From an optimization exercise on the open Yosys and OpenROAD flow, aimed at small area, a short achievable clock period and few clock cycles; shortcuts taken in it are not production practice. No functional check of the RTL was part of any run shown here. Power is estimated from default activity; no workload was simulated.

==> flow/run.sh <==
#!/bin/bash
# Layout flow: the standard ORFS flow, with two changes:
#  - synthesis does not extract full/half adder cells (ADDER_MAP_FILE empty),
#    so ABC maps all of the arithmetic itself;
#  - the port buffers are sky130_fd_sc_hd__buf_2 cells.
set -euo pipefail
bash standard.sh ADDER_MAP_FILE= \
  "BUFFER_PORTS_ARGS=-buffer_cell sky130_fd_sc_hd__buf_2" \
  finish > make_finish.log 2>&1
==> standard.sh <==
#!/bin/bash
# synth_recipe.tcl (not shown) runs the flow's synth.tcl, then flattens the netlist and writes it again
# the make line also repeats each setting of config.mk as NAME=value (left out here)
make -C /OpenROAD-flow-scripts/flow DESIGN_CONFIG=/design/flow/config.mk WORK_HOME=/design/flow/orfs CLKGATE_MAP_FILE= SYNTH_SCRIPT=/design/flow/synth_recipe.tcl "${@:-finish}"
==> config.mk <==
export PLATFORM = sky130hd
export DESIGN_NAME = ELA
export DESIGN_NICKNAME = ELA
export VERILOG_FILES = /design/flow/design.v
export SDC_FILE = /design/flow/constraint.sdc
export NUM_CORES = 8
export LEC_CHECK = 0
export CAP_MARGIN = 20
export CORE_MARGIN = 2
export CORE_UTILIZATION = 40
export CTS_BUF_LIST = sky130_fd_sc_hd__clkbuf_4
export CTS_CLUSTER_DIAMETER = 100
export CTS_CLUSTER_SIZE = 40
export SETUP_SLACK_MARGIN = 4.3
export SLEW_MARGIN = 20
==> constraint.sdc <==
create_clock -name core_clock -period 7.0 [get_ports {clk}]
set_input_delay 1.4000 -clock core_clock [delete_from_list [all_inputs] [get_ports {clk}]]
set_output_delay 1.4000 -clock core_clock [all_outputs]
set_load 0.01 [all_outputs]
==> design.v <==
`timescale 1ns/10ps
module ELA(clk, rst, in_data, data_rd, req, wen, addr, data_wr, done);
	input				clk;
	input				rst;
	input		[7:0]	in_data;
	input		[7:0]	data_rd;
	output				req;
	output	reg			wen;
	output	reg	[9:0]	addr;
	output	reg	[7:0]	data_wr;
	output				done;
	localparam S_RT = 2'd0;
	localparam S_RB = 2'd1;
	localparam S_W  = 2'd2;
	reg			interp, fin, req_r;
	reg	[1:0]	slot;
	reg	[8:0]	g;		 
	reg	[7:0]	tn;		 
	reg	[7:0]	t0, t1, t2, b0, b1, b2;
	reg	[7:0]	d1, d2, d3;
	reg			sel_af, sel_cd;
	assign req  = ~req_r;
	assign done = fin;
	function [8:0] inc9;
		input [8:0] v;
		integer i; reg c;
		begin
			c = 1'b1;
			for (i = 0; i < 9; i = i + 1) begin inc9[i] = v[i] ^ c; c = c & v[i]; end
		end
	endfunction
	function [3:0] inc4;
		input [3:0] v;
		integer i; reg c;
		begin
			c = 1'b1;
			for (i = 0; i < 4; i = i + 1) begin inc4[i] = v[i] ^ c; c = c & v[i]; end
		end
	endfunction
	function [8:0] dec2;
		input [8:0] v;
		integer i; reg b;
		begin
			dec2[0] = v[0];
			b = 1'b1;
			for (i = 1; i < 9; i = i + 1) begin dec2[i] = v[i] ^ b; b = b & ~v[i]; end
		end
	endfunction
	wire [8:0] p = dec2(g);		 
	wire [8:0] g_inc = inc9(g);
	wire [3:0] r_inc = inc4(g[8:5]);
	function [7:0] absd;
		input [7:0] x, y;
		reg [7:0] g, e, G1, E1, G2, E2, G3, E3, bo, bo2;
		integer i;
		begin
			g = x & ~y;
			e = ~(x ^ y);
			for (i = 0; i < 8; i = i + 1)
				if (i % 2 == 1) begin G1[i] = g[i] | e[i] & g[i-1]; E1[i] = e[i] & e[i-1]; end
				else begin G1[i] = g[i]; E1[i] = e[i]; end
			for (i = 0; i < 8; i = i + 1)
				if (i % 4 >= 2) begin G2[i] = G1[i] | E1[i] & G1[(i/4)*4+1]; E2[i] = E1[i] & E1[(i/4)*4+1]; end
				else begin G2[i] = G1[i]; E2[i] = E1[i]; end
			for (i = 0; i < 8; i = i + 1)
				if (i >= 4) begin G3[i] = G2[i] | E2[i] & G2[3]; E3[i] = E2[i] & E2[3]; end
				else begin G3[i] = G2[i]; E3[i] = E2[i]; end
			bo  = {~(G3[6:0] | E3[6:0]), 1'b0};
			bo2 = {G3[6:0], 1'b0};
			absd = G3[7] ? (~e ^ bo) : (~e ^ bo2);
		end
	endfunction
	always @(posedge clk) begin
		d1 <= absd(t0, b2);
		d2 <= absd(t1, b1);
		d3 <= absd(t2, b0);
	end
	function le8;
		input [7:0] a, b;
		reg [7:0] g, e;
		reg g10, e10, g32, e32, g54, e54, g76, e76, g30, e30, g74, e74;
		begin
			g = a & ~b;
			e = ~(a ^ b);
			g10 = g[1] | e[1] & g[0]; e10 = e[1] & e[0];
			g32 = g[3] | e[3] & g[2]; e32 = e[3] & e[2];
			g54 = g[5] | e[5] & g[4]; e54 = e[5] & e[4];
			g76 = g[7] | e[7] & g[6]; e76 = e[7] & e[6];
			g30 = g32 | e32 & g10; e30 = e32 & e10;
			g74 = g76 | e76 & g54; e74 = e76 & e54;
			le8 = ~(g74 | e74 & g30);
		end
	endfunction
	wire edge_col = (g[4:0] == 5'd1) || (g[4:0] == 5'd2);
	wire be = edge_col || (le8(d2, d1) && le8(d2, d3));
	wire af = le8(d1, d3);
	always @(posedge clk) begin
		sel_af <= ~be & af;
		sel_cd <= ~be & ~af;
	end
	function [7:0] avg8;
		input [7:0] x, y;
		reg [7:0] g, p, G1, P1, G2, P2, G3, P3;
		integer i;
		begin
			g = x & y; p = x ^ y;
			for (i = 0; i < 8; i = i + 1)
				if (i % 2 == 1) begin G1[i] = g[i] | p[i] & g[i-1]; P1[i] = p[i] & p[i-1]; end
				else begin G1[i] = g[i]; P1[i] = p[i]; end
			for (i = 0; i < 8; i = i + 1)
				if (i % 4 >= 2) begin G2[i] = G1[i] | P1[i] & G1[(i/4)*4+1]; P2[i] = P1[i] & P1[(i/4)*4+1]; end
				else begin G2[i] = G1[i]; P2[i] = P1[i]; end
			for (i = 0; i < 8; i = i + 1)
				if (i >= 4) begin G3[i] = G2[i] | P2[i] & G2[3]; P3[i] = P2[i] & P2[3]; end
				else begin G3[i] = G2[i]; P3[i] = P2[i]; end
			avg8 = {G3[7], p[7:1] ^ G3[6:0]};
		end
	endfunction
	wire sel_be = ~sel_af & ~sel_cd;
	wire [7:0] x = ({8{sel_af}} & t0) | ({8{sel_cd}} & t2) | ({8{sel_be}} & t1);
	wire [7:0] y = ({8{sel_af}} & b2) | ({8{sel_cd}} & b0) | ({8{sel_be}} & b1);
	wire [7:0] avg = avg8(x, y);
	always @(posedge clk) begin
		if (!interp)
			data_wr <= in_data;
		else
			data_wr <= avg;
	end
	always @(posedge clk or posedge rst) begin
		if (rst) begin
			interp <= 1'b0;
			req_r <= 1'b0;
			fin <= 1'b0;
			slot <= S_W;
			g <= 9'd0;
			wen <= 1'b0;
		end else if (fin) begin
			wen <= 1'b0;
		end else if (!interp) begin
			wen <= 1'b1;
			g <= g_inc;
			if (&g) begin
				interp <= 1'b1;
				req_r <= 1'b1;
			end
		end else begin
			case (slot)
				S_RT: begin
					slot <= S_RB;
					wen <= 1'b0;
				end
				S_RB: begin
					slot <= S_W;
					g <= g_inc;
					wen <= ~(&p[8:1]);
					if (p == 9'd479)
						fin <= 1'b1;
				end
				default: begin
					slot <= S_RT;
					wen <= 1'b0;
				end
			endcase
		end
	end
	always @(posedge clk) begin
		if (!interp || slot == S_W)
			addr <= {g[8:5], 1'b0, g[4:0]};
		else if (slot == S_RT)
			addr <= {r_inc, 1'b0, g[4:0]};
		else
			addr <= {p[8:5], 1'b1, p[4:0]};
	end
	always @(posedge clk) begin
		tn <= data_rd;
		if (interp && slot == S_RB) begin
			t0 <= t1; t1 <= t2; t2 <= tn;
			b0 <= b1; b1 <= b2; b2 <= data_rd;
		end
	end
endmodule
==> results of run 1 <==
==> through the flow <==
stage | cells | util | power (mW) | cell area (um2)
3_3_place_gp | 755 | 0.436 | 0.728 | 6070
4_1_cts | 787 | 0.453 | 1.16 | 6310
5_1_grt | 797 | 0.461 | 1.19 | 6420
3_5_place_dp | 755 | 0.436 | 0.729 | 6070
6_report | 797 | 0.461 | 1.14 | 6420
2_1_floorplan | 551 | - | 0.720 | 5710
==> where the power goes <==
part / total [mW] / switching [mW] / internal, mW
Clock: 0.427 / 0.245 / 0.182
Sequential: 0.700 / 0.000933 / 0.699
Combinational: 0.0126 / 0.00640 / 0.00621
Total: 1.14 / 0.252 / 0.887
==> per-layer routing <==
layer / GRT usage / vias to the layer above
met1: 0.217 / 1942
met3: 0.0530 / 17
met5: 0 / -
met2: 0.254 / 90
met4: 0.0597 / 0
li1: - / 2044
==> cell families after synthesis <==
| kind of cell | count (synthesis) | share of synthesized area |
|---|---|---|
| simple gates | 151 | 0.130 |
| flops | 115 | 0.501 |
| compound gates | 113 | 0.139 |
| xor+xnor | 59 | 0.0905 |
| buf+inv | 58 | 0.0403 |
| fa+ha+maj | 33 | 0.0590 |
| mux | 22 | 0.0399 |
==> area by class of cell <==
cell class	instances	share of cell area
multi-input combinational	378	0.413
timing repair buffer	49	0.0425
tap	180	0.0351
sequential	115	0.447
inverter	43	0.0251
clock buffer	20	0.0234
clock inverter	12	0.0144
==> cell usage after synthesis (2+ instances only) <==
master    count
nor2b_1      15
nor4_1        3
a22o_1        9
dfxtp_1      52
clkbuf_1     11
nor3_1        8
xor2_1       18
o22ai_1       5
o21a_1        3
a22oi_1      11
nor2_1       29
o221ai_1      4
mux2_2        6
a21oi_2       2
maj3_1       28
nand3_1       8
a21o_1        8
edfxtp_1     48
nand2b_1     25
or3b_2        2
o31ai_1       3
o21ai_0      14
a221oi_1      2
a21oi_1      28
dfrtp_1      14
nor3b_1       3
nand2_1      48
o211ai_1      3
maj3_2        5
and2_1        2
xnor2_1      41
or2_2         5
inv_1        43
a211oi_1      3
mux2i_1      16
a31oi_1       2
==> flip-flops by register name (all words and copies together) (netlist names) <==
signal   flops
req_r        1
t1           8
interp       1
d3           8
d2           8
tn           8
d1           8
t0           8
g            9
slot         2
fin          1
t2           8
b0           8
addr        10
sel_af       1
data_wr      8
b2           8
sel_cd       1
b1           8
wen          1
==> worst min-delay path by stage <==
stage,cells after the start,start,slack (ns),endpoint
2_1_floorplan,0,tn[0],0.39,t2[0]
3_3_place_gp,0,tn[7],0.39,t2[7]
3_5_place_dp,0,tn[1],0.39,t2[1]
4_1_cts,0,tn[1],0.41,t2[1]
5_1_grt,0,tn[1],0.42,t2[1]
6_report,0,tn[2],0.41,t2[2]
==> what timing repair did <==
item / 4_1_cts / 5_1_grt
endpoints found under the setup margin: 4 / 10
hold buffers: 0 / 0
pin swaps: 0 / 6
buffers inserted: 0 / 10
resized for setup: 2 / 8
==> report_table.html, run 1 <==
<table>
<tr><th>Metric</th><th>Value</th></tr>
<tr><th colspan="2">Cells and area</th></tr>
<tr><td>Antenna diodes</td><td>0</td></tr>
<tr><td>Most frequent standard cell in the layout excluding fill and tap cells</td><td>dfxtp_1</td></tr>
<tr><td>Fraction of final layout cells sized beyond drive strength 1</td><td>0.178</td></tr>
<tr><td>Fillers</td><td>1290</td></tr>
<tr><td>Area of the multi-input gates</td><td>0.00265 mm2</td></tr>
<tr><td>Most used cells in the layout excluding fill and tap cells</td><td>50 x dfxtp_1, 48 x nand2_1, 48 x edfxtp_1</td></tr>
<tr><td>Synthesis-to-layout area growth</td><td>12.5%</td></tr>
<tr><td>Nets</td><td>622</td></tr>
<tr><td>Seq. cell area</td><td>0.00287 mm2</td></tr>
<tr><th colspan="2">Route</th></tr>
<tr><td>Met3 Wirelength</td><td>548 um</td></tr>
<tr><td>Starting DRT DRC Count</td><td>285</td></tr>
<tr><td>Total via count in the routed design</td><td>4093</td></tr>
<tr><td>DR vias/cell</td><td>5.14</td></tr>
<tr><td>Post-DRT Antenna Nets</td><td>0</td></tr>
<tr><td>Residual DRC count</td><td>0</td></tr>
<tr><td>Detailed-routing wirelength on met1</td><td>5670 um</td></tr>
<tr><td>Highest metal used</td><td>met4</td></tr>
<tr><td>WL/cell</td><td>14.8 um</td></tr>
<tr><td>Routed wire length on met2</td><td>5370 um</td></tr>
<tr><td>Final wirelength</td><td>11800 um</td></tr>
<tr><td>Number of optimization iterations in the first detailed-route pass</td><td>5</td></tr>
<tr><th colspan="2">Timing</th></tr>
<tr><td>Remaining max-slew budget at the tightest pin</td><td>0.401</td></tr>
<tr><td>Final clock period utilization by the worst path</td><td>0.377</td></tr>
<tr><td>Number of hold-slack violations in the final timing report</td><td>0</td></tr>
<tr><td>Min cycle time layout</td><td>2.64 ns</td></tr>
<tr><td>Post-Route Skew</td><td>0.0201 ns</td></tr>
<tr><td>Setup-failing EPs final</td><td>0</td></tr>
<tr><td>Worst Hold Margin</td><td>0.413 ns</td></tr>
<tr><td>Min setup slack post-route</td><td>4.36 ns</td></tr>
<tr><td>Worst-margin pin slew</td><td>0.898 ns</td></tr>
<tr><td>Final-layout setup total negative slack</td><td>0 ns</td></tr>
<tr><td>Unrepaired setup endpoints after global routing</td><td>yes</td></tr>
<tr><td>Max Slew Vio Count</td><td>0</td></tr>
<tr><td>Achievable clock frequency</td><td>0.379 GHz</td></tr>
<tr><th colspan="2">Clock tree</th></tr>
<tr><td>TritonCTS sink count</td><td>115</td></tr>
<tr><td>Clock tree from TritonCTS</td><td>done</td></tr>
<tr><td>Largest buffer count on any clock path</td><td>2</td></tr>
<tr><td>TritonCTS Buffers</td><td>17</td></tr>
<tr><td>H-Tree Level Count</td><td>4</td></tr>
<tr><td>Clock transition time at the flip-flop clock pins of the worst setup and hold paths</td><td>0.10 ns</td></tr>
<tr><td>Clock latency on the worst-skew pair</td><td>0.52 ns</td></tr>
<tr><td>Root buffer cell</td><td>clkbuf_4</td></tr>
<tr><th colspan="2">Worst hold path</th></tr>
<tr><td>Path class of the lowest-slack min-delay path</td><td>register to register</td></tr>
<tr><th colspan="2">Setup path</th></tr>
<tr><td>Buffers plus inverters on the worst setup path</td><td>0</td></tr>
<tr><td>Logic depth of the worst path, buffers included</td><td>8</td></tr>
<tr><td>Slowest stage delay, CP</td><td>0.41 ns</td></tr>
<tr><td>Type of element launching the critical path</td><td>register</td></tr>
<tr><td>Type of the worst setup path</td><td>register to register</td></tr>
<tr><td>Crit path cell chain</td><td>nand2b_1, maj3_1, maj3_1, a21oi_1, maj3_1, a21oi_1, a22o_1, a311o_1</td></tr>
<tr><td>Arr. time, crit path</td><td>3.04 ns</td></tr>
<tr><td>Setup slack on the worst flop-to-flop path</td><td>4.36 ns</td></tr>
<tr><td>Worst Reg2Reg Path Length in Cells</td><td>8</td></tr>
<tr><td>Reg2Reg Launch Point</td><td>t1[0]</td></tr>
<tr><td>Most common cell on crit path</td><td>maj3_1</td></tr>
<tr><td>Critical R2R Capture</td><td>d2[6]</td></tr>
<tr><td>CP Max Fanout</td><td>3</td></tr>
<tr><td>Critical Path Slowest Stage Cell</td><td>edfxtp_1</td></tr>
<tr><td>Cell family contributing the most delay on the critical path</td><td>adder cells</td></tr>
<tr><td>Worst path required time</td><td>7.40 ns</td></tr>
<tr><td>Capturing element type of the critical path</td><td>register</td></tr>
<tr><td>End of the critical path</td><td>d2[6]</td></tr>
<tr><td>Startpoint of the worst setup timing path</td><td>t1[0]</td></tr>
<tr><th colspan="2">Floorplan</th></tr>
<tr><td>Initial cell density of the core</td><td>0.410</td></tr>
<tr><td>Die width</td><td>123 um</td></tr>
<tr><td>Die span in y</td><td>123 um</td></tr>
<tr><td>Ports</td><td>39</td></tr>
<tr><td>Die area</td><td>0.0152 mm2</td></tr>
<tr><td>Core Rows</td><td>43</td></tr>
<tr><td>Core Region</td><td>0.0139 mm2</td></tr>
<tr><th colspan="2">GRT</th></tr>
<tr><td>Global router's overall resource usage</td><td>0.165</td></tr>
<tr><td>Vias in the first global route</td><td>3859</td></tr>
<tr><td>Initial antenna violation count</td><td>0</td></tr>
<tr><td>Wire length of the first global-routing pass</td><td>18700 um</td></tr>
<tr><td>Maximum number of pins on one net before global-route repair</td><td>50</td></tr>
<tr><td>Total gr overflow</td><td>0</td></tr>
<tr><th colspan="2">Synth</th></tr>
<tr><td>Share of the yosys chip area belonging to registers</td><td>0.501</td></tr>
<tr><td>Post-synth top flop</td><td>dfxtp_1</td></tr>
<tr><td>Synthesis warning total</td><td>1</td></tr>
<tr><td>Gate Count Post-Synth</td><td>551</td></tr>
<tr><td>Synth Net Count</td><td>569</td></tr>
<tr><td>Share of synthesized flip-flops with an asynchronous set or reset</td><td>0.130</td></tr>
<tr><td>Area share of the largest cell type after synthesis</td><td>0.253</td></tr>
<tr><td>Biggest area contributors in the synthesized netlist</td><td>edfxtp_1 25%, dfxtp_1 18%, xnor2_1 6.3%</td></tr>
<tr><td>Syn Std Cell Area</td><td>0.00571 mm2</td></tr>
<tr><td>Post-synth EDFFs</td><td>48</td></tr>
<tr><td>Average cell area after synthesis</td><td>10.4 um2</td></tr>
<tr><td>Distinct cell type count after synthesis</td><td>60</td></tr>
<tr><td>Cell taking the most area after synthesis</td><td>edfxtp_1</td></tr>
<tr><td>Post-synthesis sequential element count</td><td>115</td></tr>
<tr><th colspan="2">Placed design</th></tr>
<tr><td>Port buffer count</td><td>38</td></tr>
<tr><td>Place WS</td><td>4.11 ns</td></tr>
<tr><td>HPWL after DPL</td><td>8740 um</td></tr>
<tr><td>Weighted congestion reported at the end of routability-driven placement</td><td>0.890</td></tr>
<tr><th colspan="2">Status</th></tr>
<tr><td>Run status</td><td>no timing/DRC/antenna violations</td></tr>
<tr><th colspan="2">Power and ir drop</th></tr>
<tr><td>Worst vdd ir</td><td>106 uV</td></tr>
<tr><td>Power density relative to cell area</td><td>177 mW/mm2</td></tr>
<tr><td>Lkg Pwr</td><td>2.57 nW</td></tr>
<tr><th colspan="2">Run</th></tr>
<tr><td>Max cap viols</td><td>0</td></tr>
</table>
==> run 2: changes to the inputs <==
--- a/config.mk
+++ b/config.mk
@@ -11,5 +11,5 @@
 export CTS_BUF_LIST = sky130_fd_sc_hd__clkbuf_4
 export CTS_CLUSTER_DIAMETER = 100
 export CTS_CLUSTER_SIZE = 40
-export SETUP_SLACK_MARGIN = 4.3
+export SETUP_SLACK_MARGIN = 4.5
 export SLEW_MARGIN = 20
==> report_table.html, run 2 <==
<table>
<tr><th>Metric</th><th>Value</th></tr>
<tr><th colspan="2">Status</th></tr>
<tr><td>Run status</td><td>no timing/DRC/antenna violations (unchanged)</td></tr>
<tr><th colspan="2">Floorplan</th></tr>
<tr><td>Die width</td><td>123 um (unchanged)</td></tr>
<tr><td>Initial cell density of the core</td><td>0.410 (unchanged)</td></tr>
<tr><td>Core Rows</td><td>43 (unchanged)</td></tr>
<tr><td>Die area</td><td>0.0152 mm2 (unchanged)</td></tr>
<tr><td>Die span in y</td><td>123 um (unchanged)</td></tr>
<tr><td>Core Region</td><td>0.0139 mm2 (unchanged)</td></tr>
<tr><td>Ports</td><td>39 (unchanged)</td></tr>
<tr><th colspan="2">Synth</th></tr>
<tr><td>Cell taking the most area after synthesis</td><td>edfxtp_1 (unchanged)</td></tr>
<tr><td>Average cell area after synthesis</td><td>10.4 um2 (unchanged)</td></tr>
<tr><td>Synth Net Count</td><td>569 (unchanged)</td></tr>
<tr><td>Post-synth top flop</td><td>dfxtp_1 (unchanged)</td></tr>
<tr><td>Commonest cells in the netlist</td><td>52 x dfxtp_1, 48 x edfxtp_1, 48 x nand2_1 (unchanged)</td></tr>
<tr><td>Synthesis warning total</td><td>1 (unchanged)</td></tr>
<tr><td>Syn Std Cell Area</td><td>0.00571 mm2 (unchanged)</td></tr>
<tr><td>Area share of the largest cell type after synthesis</td><td>0.253 (unchanged)</td></tr>
<tr><td>Post-synth EDFFs</td><td>48 (unchanged)</td></tr>
<tr><td>Share of synthesized flip-flops with an asynchronous set or reset</td><td>0.130 (unchanged)</td></tr>
<tr><td>Post-synthesis sequential element count</td><td>115 (unchanged)</td></tr>
<tr><td>Count leader, synth</td><td>dfxtp_1 (unchanged)</td></tr>
<tr><td>Share of the yosys chip area belonging to registers</td><td>0.501 (unchanged)</td></tr>
<tr><td>Distinct cell type count after synthesis</td><td>60 (unchanged)</td></tr>
<tr><td>Gate Count Post-Synth</td><td>551 (unchanged)</td></tr>
<tr><td>Biggest area contributors in the synthesized netlist</td><td>edfxtp_1 25%, dfxtp_1 18%, xnor2_1 6.3% (unchanged)</td></tr>
<tr><th colspan="2">Setup path</th></tr>
<tr><td>Type of the worst setup path</td><td>register to register (unchanged)</td></tr>
<tr><td>Arr. time, crit path</td><td>2.93 ns (was 3.04 ns)</td></tr>
<tr><td>Capturing element type of the critical path</td><td>register (unchanged)</td></tr>
<tr><td>Worst path required time</td><td>7.40 ns (about the same)</td></tr>
<tr><td>Type of element launching the critical path</td><td>register (unchanged)</td></tr>
<tr><td>CP Max Fanout</td><td>4 (was 3)</td></tr>
<tr><th colspan="2">Cells and area</th></tr>
<tr><td>Regs by FF count</td><td>addr (10), g (9) (unchanged)</td></tr>
<tr><td>Cell area after layout</td><td>0.00672 mm2 (was 0.00642 mm2)</td></tr>
<tr><td>Util after Layout</td><td>0.482 (was 0.461)</td></tr>
<tr><td>Number of flip-flops under the largest register name</td><td>10 (unchanged)</td></tr>
<tr><td>Largest Register</td><td>addr (unchanged)</td></tr>
<tr><td>Most frequent standard cell in the layout excluding fill and tap cells</td><td>dfxtp_1 (unchanged)</td></tr>
<tr><td>Fraction of final layout cells sized beyond drive strength 1</td><td>0.245 (was 0.178)</td></tr>
<tr><td>Most used cells in the layout excluding fill and tap cells</td><td>50 x dfxtp_1, 48 x nand2_1, 48 x edfxtp_1 (unchanged)</td></tr>
<tr><td>Antenna diodes</td><td>0 (unchanged)</td></tr>
<tr><td>Nets</td><td>645 (was 622)</td></tr>
<tr><td>Synthesis-to-layout area growth</td><td>17.7% (was 12.5%)</td></tr>
<tr><th colspan="2">Timing</th></tr>
<tr><td>Worst Hold Margin</td><td>0.413 ns (about the same)</td></tr>
<tr><td>Unrepaired setup endpoints after global routing</td><td>yes (unchanged)</td></tr>
<tr><td>Achievable clock frequency</td><td>0.395 GHz (was 0.379 GHz)</td></tr>
<tr><td>Final-layout setup total negative slack</td><td>0 ns (unchanged)</td></tr>
<tr><td>Remaining max-slew budget at the tightest pin</td><td>0.395 (was 0.401)</td></tr>
<tr><td>Final clock period utilization by the worst path</td><td>0.362 (was 0.377)</td></tr>
<tr><td>Min cycle time layout</td><td>2.53 ns (was 2.64 ns)</td></tr>
<tr><td>Worst-margin pin slew</td><td>0.907 ns (was 0.898 ns)</td></tr>
<tr><td>Setup-failing EPs final</td><td>0 (unchanged)</td></tr>
<tr><td>Post-Route Skew</td><td>0.0241 ns (was 0.0201 ns)</td></tr>
<tr><td>Max Slew Vio Count</td><td>0 (unchanged)</td></tr>
<tr><td>Number of hold-slack violations in the final timing report</td><td>0 (unchanged)</td></tr>
<tr><th colspan="2">GRT</th></tr>
<tr><td>Met3 track utilization from global routing</td><td>0.0517 (was 0.0530)</td></tr>
<tr><td>Met1 track demand over resource</td><td>0.227 (was 0.217)</td></tr>
<tr><td>Maximum number of pins on one net before global-route repair</td><td>50 (unchanged)</td></tr>
<tr><td>M2 GR Usage</td><td>0.262 (was 0.254)</td></tr>
<tr><td>Global router's overall resource usage</td><td>0.170 (was 0.165)</td></tr>
<tr><td>Initial antenna violation count</td><td>0 (unchanged)</td></tr>
<tr><td>Total gr overflow</td><td>0 (unchanged)</td></tr>
<tr><td>Wire length of the first global-routing pass</td><td>19300 um (was 18700 um)</td></tr>
<tr><td>Vias in the first global route</td><td>3977 (was 3859)</td></tr>
<tr><td>Busiest grt layer</td><td>met2 (unchanged)</td></tr>
<tr><th colspan="2">Route</th></tr>
<tr><td>Number of optimization iterations in the first detailed-route pass</td><td>6 (was 5)</td></tr>
<tr><td>Starting DRT DRC Count</td><td>279 (was 285)</td></tr>
<tr><td>Residual DRC count</td><td>0 (unchanged)</td></tr>
<tr><td>WL/cell</td><td>15.1 um (was 14.8 um)</td></tr>
<tr><td>Post-DRT Antenna Nets</td><td>0 (unchanged)</td></tr>
<tr><td>Final wirelength</td><td>12400 um (was 11800 um)</td></tr>
<tr><td>DR vias/cell</td><td>5.16 (was 5.14)</td></tr>
<tr><td>Total via count in the routed design</td><td>4228 (was 4093)</td></tr>
<tr><th colspan="2">Clock tree</th></tr>
<tr><td>Clock latency on the worst-skew pair</td><td>0.52 ns (about the same)</td></tr>
<tr><td>Largest buffer count on any clock path</td><td>2 (unchanged)</td></tr>
<tr><td>Clock transition time at the flip-flop clock pins of the worst setup and hold paths</td><td>0.10 ns (about the same)</td></tr>
<tr><td>H-Tree Level Count</td><td>4 (unchanged)</td></tr>
<tr><td>Root buffer cell</td><td>clkbuf_4 (unchanged)</td></tr>
<tr><td>Total of hold buffers inserted after clock tree synthesis</td><td>0 (unchanged)</td></tr>
<tr><td>TritonCTS Buffers</td><td>17 (unchanged)</td></tr>
<tr><td>TritonCTS sink count</td><td>115 (unchanged)</td></tr>
<tr><td>Clock tree from TritonCTS</td><td>done (unchanged)</td></tr>
<tr><th colspan="2">Power and ir drop</th></tr>
<tr><td>Worst vdd ir</td><td>105 uV (was 106 uV)</td></tr>
<tr><td>Lkg Pwr</td><td>2.74 nW (was 2.57 nW)</td></tr>
<tr><td>Power density relative to cell area</td><td>169 mW/mm2 (was 177 mW/mm2)</td></tr>
<tr><th colspan="2">Run</th></tr>
<tr><td>Max cap viols</td><td>0 (unchanged)</td></tr>
<tr><th colspan="2">Placed design</th></tr>
<tr><td>Placed inst area</td><td>0.00607 mm2 (unchanged)</td></tr>
<tr><td>Weighted congestion reported at the end of routability-driven placement</td><td>0.890 (unchanged)</td></tr>
<tr><td>HPWL after DPL</td><td>8740 um (unchanged)</td></tr>
<tr><td>Port buffer count</td><td>38 (unchanged)</td></tr>
<tr><th colspan="2">Worst hold path</th></tr>
<tr><td>Path class of the lowest-slack min-delay path</td><td>register to register (unchanged)</td></tr>
</table>
-- run 2: cell counts after synthesis --
Identical to the previous run, type by type.
-- run 2: final cells by class --
| class | count | area (um2) |
|---|---|---|
| Clock inverter | 12 | 92.6 |
| Tap cell | 180 | 225 |
| Clock buffer | 20 | 150 |
| Timing Repair Buffer | 72 | 475 |
| Multi-Input combinational cell | 378 | 2750 |
| Fill cell | 1253 | 7220 |
| Inverter | 43 | 161 |
| Sequential cell | 115 | 2870 |
-- run 2: final timing paths --
path	startpoint	endpoint	slack [ns]	cells after the start
min in group asynchronous	rst	g[4]	0.91	2
max in group asynchronous	rst	fin	5.69	2
max	b1[0]	d2[6]	4.47	10
max reg2reg	b1[0]	d2[6]	4.47	10
min reg2reg	tn[2]	t2[2]	0.41	0
min	tn[2]	t2[2]	0.41	0
-- run 2: what timing repair did --
| item | in CTS | in global routing |
|---|---|---|
| gates resized for setup | 23 | 20 |
| endpoints found under the setup margin | 21 | 28 |
| endpoints found under the hold margin | 0 | 0 |
| setup buffers | 17 | 16 |
| pin swaps | 11 | 23 |
-- run 2: per-stage QoR --
step                cells  power, mW  setup slack, ns
floorplan             551      0.720             4.59
global placement      755      0.728             4.18
detailed placement    755      0.729             4.11
CTS                   804       1.16             4.46
global route          820       1.19             4.36
finish                820       1.14             4.47
-- run 2: logic make-up (layout without fill, tap and decap cells) --
family                   after synthesis  after routing  synth area share
AO/OA/AOI/OAI                        113            113             0.139
buffers and inverters                 58            147            0.0403
adder cells (fa/ha/maj)               33             33            0.0590
multiplexers                          22             22            0.0399
flip-flops                           115            115             0.501
XOR/XNOR                              59             59            0.0905
AND/OR/NAND/NOR                      151            151             0.130
-- run 2: worst max-delay path: stages (launching register included) --
cell	delay, ns
edfxtp_1	0.43
buf_4	0.13
buf_4	0.11
nand2b_4	0.06
maj3_2	0.31
maj3_2	0.34
a21oi_2	0.19
maj3_2	0.24
a21oi_2	0.08
a22o_1	0.21
a311o_1	0.33
-- run 2: power breakdown --
| part | total, mW | internal (mW) | switching (mW) |
|---|---|---|---|
| Clock | 0.426 | 0.182 | 0.244 |
| Combinational | 0.0126 | 0.00621 | 0.00641 |
| Sequential | 0.700 | 0.699 | 0.000959 |
| Total | 1.14 | 0.887 | 0.251 |
-- run 2: routing by layer --
metal	part of all wire	vias up
met3	0.045	14
met4	0.016	0
met1	0.47	2014
li1	-	2096
met2	0.47	104
met5	0	-
==> run 3: changes to the inputs <==
==> run.sh (new file) <==
#!/bin/bash
# synth_recipe.tcl (not shown) runs the flow's synth.tcl, then flattens the netlist and writes it again
# the make line also repeats each setting of config.mk as NAME=value (left out here)
make -C /OpenROAD-flow-scripts/flow DESIGN_CONFIG=/design/flow/config.mk WORK_HOME=/design/flow/orfs CLKGATE_MAP_FILE= SYNTH_SCRIPT=/design/flow/synth_recipe.tcl finish
--- a/config.mk
+++ b/config.mk
@@ -11,5 +11,5 @@
 export CTS_BUF_LIST = sky130_fd_sc_hd__clkbuf_4
 export CTS_CLUSTER_DIAMETER = 100
 export CTS_CLUSTER_SIZE = 40
-export SETUP_SLACK_MARGIN = 4.5
+export SETUP_SLACK_MARGIN = 4.3
 export SLEW_MARGIN = 20
removed: flow/run.sh
removed: standard.sh
==> report_table.html, run 3 <==
<table>
<tr><th>Metric</th><th>Value</th></tr>
<tr><th colspan="2">Setup path</th></tr>
<tr><td>Critical Path Slowest Stage Cell</td><td>dfrtp_2 (was edfxtp_1)</td></tr>
<tr><td>Arr. time, crit path</td><td>1.23 ns (was 2.93 ns)</td></tr>
<tr><td>Worst Reg2Reg Path Length in Cells</td><td>10 (unchanged)</td></tr>
<tr><td>Setup slack on the worst flop-to-flop path</td><td>4.43 ns (was 4.47 ns)</td></tr>
<tr><td>Buffers plus inverters on the worst setup path</td><td>1 (was 2)</td></tr>
<tr><td>Type of the worst setup path</td><td>register to output port (was register to register)</td></tr>
<tr><td>Worst path required time</td><td>5.60 ns (was 7.40 ns)</td></tr>
<tr><td>Cell family contributing the most delay on the critical path</td><td>flip-flops (was adder cells)</td></tr>
<tr><td>Crit path cell chain</td><td>dlygate4sd2_1 (was buf_4, buf_4, nand2b_4, maj3_2, maj3_2, a21oi_2, maj3_2, a21oi_2, a22o_1, a311o_1)</td></tr>
<tr><td>End of the critical path</td><td>done (was d2[6])</td></tr>
<tr><td>Type of element launching the critical path</td><td>register (unchanged)</td></tr>
<tr><td>Reg2Reg Launch Point</td><td>sel_af (was b1[0])</td></tr>
<tr><td>Logic depth of the worst path, buffers included</td><td>1 (was 10)</td></tr>
<tr><td>Slowest stage delay, CP</td><td>0.42 ns (was 0.43 ns)</td></tr>
<tr><td>Startpoint of the worst setup timing path</td><td>fin (was b1[0])</td></tr>
<tr><td>Capturing element type of the critical path</td><td>output port (was register)</td></tr>
<tr><td>CP Max Fanout</td><td>2 (was 4)</td></tr>
<tr><td>Critical R2R Capture</td><td>data_wr[4] (was d2[6])</td></tr>
<tr><th colspan="2">GRT</th></tr>
<tr><td>Vias in the first global route</td><td>4144 (was 3977)</td></tr>
<tr><td>Global router's overall resource usage</td><td>0.165 (was 0.170)</td></tr>
<tr><td>Total gr overflow</td><td>0 (unchanged)</td></tr>
<tr><td>Maximum number of pins on one net before global-route repair</td><td>50 (unchanged)</td></tr>
<tr><td>Initial antenna violation count</td><td>1 (was 0)</td></tr>
<tr><td>Wire length of the first global-routing pass</td><td>20700 um (was 19300 um)</td></tr>
<tr><th colspan="2">Clock tree</th></tr>
<tr><td>Clock latency on the worst-skew pair</td><td>0.54 ns (was 0.52 ns)</td></tr>
<tr><td>Clock tree from TritonCTS</td><td>done (unchanged)</td></tr>
<tr><td>Total of hold buffers inserted after clock tree synthesis</td><td>0 (unchanged)</td></tr>
<tr><td>H-Tree Level Count</td><td>4 (unchanged)</td></tr>
<tr><td>TritonCTS sink count</td><td>115 (unchanged)</td></tr>
<tr><td>Clock transition time at the flip-flop clock pins of the worst setup and hold paths</td><td>0.10 ns (about the same)</td></tr>
<tr><td>Root buffer cell</td><td>clkbuf_4 (unchanged)</td></tr>
<tr><td>Largest buffer count on any clock path</td><td>2 (unchanged)</td></tr>
<tr><td>TritonCTS Buffers</td><td>17 (unchanged)</td></tr>
<tr><th colspan="2">Floorplan</th></tr>
<tr><td>Core Region</td><td>0.0151 mm2 (was 0.0139 mm2)</td></tr>
<tr><td>Initial cell density of the core</td><td>0.406 (was 0.410)</td></tr>
<tr><td>Ports</td><td>39 (unchanged)</td></tr>
<tr><td>Die width</td><td>128 um (was 123 um)</td></tr>
<tr><td>Core Rows</td><td>45 (was 43)</td></tr>
<tr><td>Die area</td><td>0.0163 mm2 (was 0.0152 mm2)</td></tr>
<tr><td>Die span in y</td><td>128 um (was 123 um)</td></tr>
<tr><th colspan="2">Cells and area</th></tr>
<tr><td>Largest Register</td><td>addr (unchanged)</td></tr>
<tr><td>Synthesis-to-layout area growth</td><td>16.1% (was 17.7%)</td></tr>
<tr><td>Number of flip-flops under the largest register name</td><td>10 (unchanged)</td></tr>
<tr><td>Fraction of final layout cells sized beyond drive strength 1</td><td>0.111 (was 0.245)</td></tr>
<tr><td>Regs by FF count</td><td>addr (10), g (9) (unchanged)</td></tr>
<tr><td>Post-layout instance count excluding filler cells</td><td>826 (was 820)</td></tr>
<tr><td>Most frequent standard cell in the layout excluding fill and tap cells</td><td>ha_1 (was dfxtp_1)</td></tr>
<tr><td>Nets</td><td>717 (was 645)</td></tr>
<tr><td>Most used cells in the layout excluding fill and tap cells</td><td>72 x ha_1, 69 x inv_1, 55 x nand2_1 (was 50 x dfxtp_1, 48 x nand2_1, 48 x edfxtp_1)</td></tr>
<tr><th colspan="2">Placed design</th></tr>
<tr><td>Port buffer count</td><td>38 (unchanged)</td></tr>
<tr><td>HPWL after DPL</td><td>9840 um (was 8740 um)</td></tr>
<tr><td>Weighted congestion reported at the end of routability-driven placement</td><td>0.886 (was 0.890)</td></tr>
<tr><td>Inst Count DP</td><td>787 (was 755)</td></tr>
<tr><td>Place WS</td><td>3.83 ns (was 4.11 ns)</td></tr>
<tr><th colspan="2">Route</th></tr>
<tr><td>Residual DRC count</td><td>0 (unchanged)</td></tr>
<tr><td>Final wirelength</td><td>12600 um (was 12400 um)</td></tr>
<tr><td>WL/cell</td><td>15.2 um (was 15.1 um)</td></tr>
<tr><td>Post-DRT Antenna Nets</td><td>0 (unchanged)</td></tr>
<tr><td>Starting DRT DRC Count</td><td>339 (was 279)</td></tr>
<tr><td>DR vias/cell</td><td>5.14 (was 5.16)</td></tr>
<tr><td>Total via count in the routed design</td><td>4245 (was 4228)</td></tr>
<tr><td>Number of optimization iterations in the first detailed-route pass</td><td>5 (was 6)</td></tr>
<tr><th colspan="2">Status</th></tr>
<tr><td>Run status</td><td>no timing/DRC/antenna violations (unchanged)</td></tr>
<tr><th colspan="2">Synth</th></tr>
<tr><td>Count leader, synth</td><td>ha_1 (was dfxtp_1)</td></tr>
<tr><td>Distinct cell type count after synthesis</td><td>57 (was 60)</td></tr>
<tr><td>Syn Std Cell Area</td><td>0.00612 mm2 (was 0.00571 mm2)</td></tr>
<tr><td>Cell taking the most area after synthesis</td><td>edfxtp_1 (unchanged)</td></tr>
<tr><td>Area share of the largest cell type after synthesis</td><td>0.235 (was 0.253)</td></tr>
<tr><td>Average cell area after synthesis</td><td>10.8 um2 (was 10.4 um2)</td></tr>
<tr><td>Synthesis warning total</td><td>1 (unchanged)</td></tr>
<tr><td>Synth Net Count</td><td>662 (was 569)</td></tr>
<tr><td>Post-synth EDFFs</td><td>48 (unchanged)</td></tr>
<tr><td>Share of the yosys chip area belonging to registers</td><td>0.467 (was 0.501)</td></tr>
<tr><td>Gate Count Post-Synth</td><td>569 (was 551)</td></tr>
<tr><td>Post-synthesis sequential element count</td><td>115 (unchanged)</td></tr>
<tr><td>Share of synthesized flip-flops with an asynchronous set or reset</td><td>0.130 (unchanged)</td></tr>
<tr><td>Post-synth top flop</td><td>dfxtp_1 (unchanged)</td></tr>
<tr><td>Biggest area contributors in the synthesized netlist</td><td>edfxtp_1 24%, dfxtp_1 17%, ha_1 15% (was edfxtp_1 25%, dfxtp_1 18%, xnor2_1 6.3%)</td></tr>
<tr><td>Commonest cells in the netlist</td><td>72 x ha_1, 69 x inv_1, 55 x nand2_1 (was 52 x dfxtp_1, 48 x edfxtp_1, 48 x nand2_1)</td></tr>
<tr><th colspan="2">Timing</th></tr>
<tr><td>Min cycle time layout</td><td>2.63 ns (was 2.53 ns)</td></tr>
<tr><td>Max Slew Vio Count</td><td>0 (unchanged)</td></tr>
<tr><td>Final clock period utilization by the worst path</td><td>0.376 (was 0.362)</td></tr>
<tr><td>Final-layout setup total negative slack</td><td>0 ns (unchanged)</td></tr>
<tr><td>Setup-failing EPs final</td><td>0 (unchanged)</td></tr>
<tr><td>Unrepaired setup endpoints after global routing</td><td>no (was yes)</td></tr>
<tr><td>Remaining max-slew budget at the tightest pin</td><td>0.567 (was 0.395)</td></tr>
<tr><td>Min setup slack post-route</td><td>4.37 ns (was 4.47 ns)</td></tr>
<tr><td>Number of hold-slack violations in the final timing report</td><td>0 (unchanged)</td></tr>
<tr><td>Worst Hold Margin</td><td>0.413 ns (about the same)</td></tr>
<tr><td>Worst-margin pin slew</td><td>0.649 ns (was 0.907 ns)</td></tr>
<tr><td>Post-Route Skew</td><td>0.0236 ns (was 0.0241 ns)</td></tr>
<tr><td>Achievable clock frequency</td><td>0.380 GHz (was 0.395 GHz)</td></tr>
<tr><th colspan="2">Run</th></tr>
<tr><td>Max cap viols</td><td>0 (unchanged)</td></tr>
<tr><th colspan="2">Power and ir drop</th></tr>
<tr><td>Share of power burned in combinational logic</td><td>0.014 (was 0.011)</td></tr>
<tr><td>Share of total power in sequential cells</td><td>0.541 (was 0.615)</td></tr>
<tr><td>Switching share of total power</td><td>0.202 (was 0.221)</td></tr>
<tr><td>Lkg Pwr</td><td>3.25 nW (was 2.74 nW)</td></tr>
<tr><td>Share of power burned in the clock network</td><td>0.445 (was 0.374)</td></tr>
<tr><td>Worst vdd ir</td><td>212 uV (was 105 uV)</td></tr>
<tr><td>Power density relative to cell area</td><td>182 mW/mm2 (was 169 mW/mm2)</td></tr>
<tr><td>Cell-internal power</td><td>1.03 mW (was 0.887 mW)</td></tr>
<tr><td>Net Switching</td><td>0.262 mW (was 0.251 mW)</td></tr>
<tr><th colspan="2">Worst hold path</th></tr>
<tr><td>Path class of the lowest-slack min-delay path</td><td>register to register (unchanged)</td></tr>
</table>
-- run 3: power by group through the flow --
| stage | Sequential [mW] | Clock (mW) | Combinational (mW) |
|---|---|---|---|
| 2_1_floorplan | 0.717 | 0 | 0.00314 |
| 3_3_place_gp | 0.716 | 0 | 0.0199 |
| 3_5_place_dp | 0.716 | 0 | 0.0200 |
| 4_1_cts | 0.701 | 0.596 | 0.0184 |
| 5_1_grt | 0.700 | 0.623 | 0.0199 |
| 6_report | 0.700 | 0.576 | 0.0179 |
-- run 3: kinds of logic (layout without fill, tap and decap cells) --
group           Yosys count  count (layout)  synth area share
flops                   115             115             0.467
xor+xnor                 28              28            0.0425
mux                      20              20            0.0347
compound gates          134             134             0.159
buf+inv                  78             146            0.0480
fa+ha+maj                75              75             0.157
other cells               0               1                 0
simple gates            119             119            0.0920
-- run 3: cell type report --
cell class	count	area [um2]
Antenna cell	1	2.50
Clock buffer	18	135
Clock inverter	14	209
Fill cell	1407	7980
Inverter	69	259
Multi-Input combinational cell	376	2990
Sequential cell	115	2870
Tap cell	188	235
Timing Repair Buffer	45	407
-- run 3: how the worst min path moves through the flow --
stage / from / to / cells after the start
2_1_floorplan: tn[0] / t2[0] / 0
3_3_place_gp: tn[6] / t2[6] / 0
3_5_place_dp: tn[2] / t2[2] / 0
4_1_cts: tn[6] / t2[6] / 0
5_1_grt: tn[4] / t2[4] / 0
6_report: tn[6] / t2[6] / 0
-- run 3: per-layer routing --
layer  vias up  global-route usage  wire [um]
li1       2126                   -          -
met1      1998               0.211       5800
met2        96               0.266       5920
met3        25              0.0342        466
met4         0              0.0840        393
met5         -                   0          0
-- run 3: through the flow --
step	area [um2]	util	power (mW)
floorplan	6130	-	0.720
global placement	6720	0.445	0.736
detailed placement	6720	0.445	0.736
CTS	7070	0.469	1.32
global route	7110	0.471	1.34
finish	7110	0.471	1.29
-- run 3: timing repair --
action | CTS | global route
pin swaps | 1 | 0
gates resized for setup | 25 | 4
setup endpoints to repair | 27 | 2
buffers inserted | 3 | 3

-- re-timing with driven ports --
Ports are ideal in the flow. The routed layouts listed here were re-timed in OpenROAD. Step 1: set_driving_cell puts a clkbuf_16 on clk and a buf_2 on each other input, an assumption about the parent block. Step 2 adds t to the input delays and takes it off the output delays; t is the mean of the earliest and latest rising clock arrival at the registers after step 1. Input paths then give back, and output paths get back, about the clock's delay inside the block. a / b / c = ideal / step 1 / step 2; a / b = the first two.
| run | t, ns | setup slack, ns | worst hold slack (ns) | worst setup path at the end |
|---|---|---|---|---|
| run 1 | 0.543 | 4.360 / 4.360 / 4.360 | 0.413 / 0.413 / 0.413 | register to register |
| run 2 | 0.548 | 4.469 / 4.469 / 4.469 | 0.413 / 0.413 / 0.413 | register to register |
| run 3 | 0.566 | 4.370 / 4.335 / 4.435 | 0.413 / 0.413 / 0.413 | register to register |
After both steps every run listed still meets setup and hold.
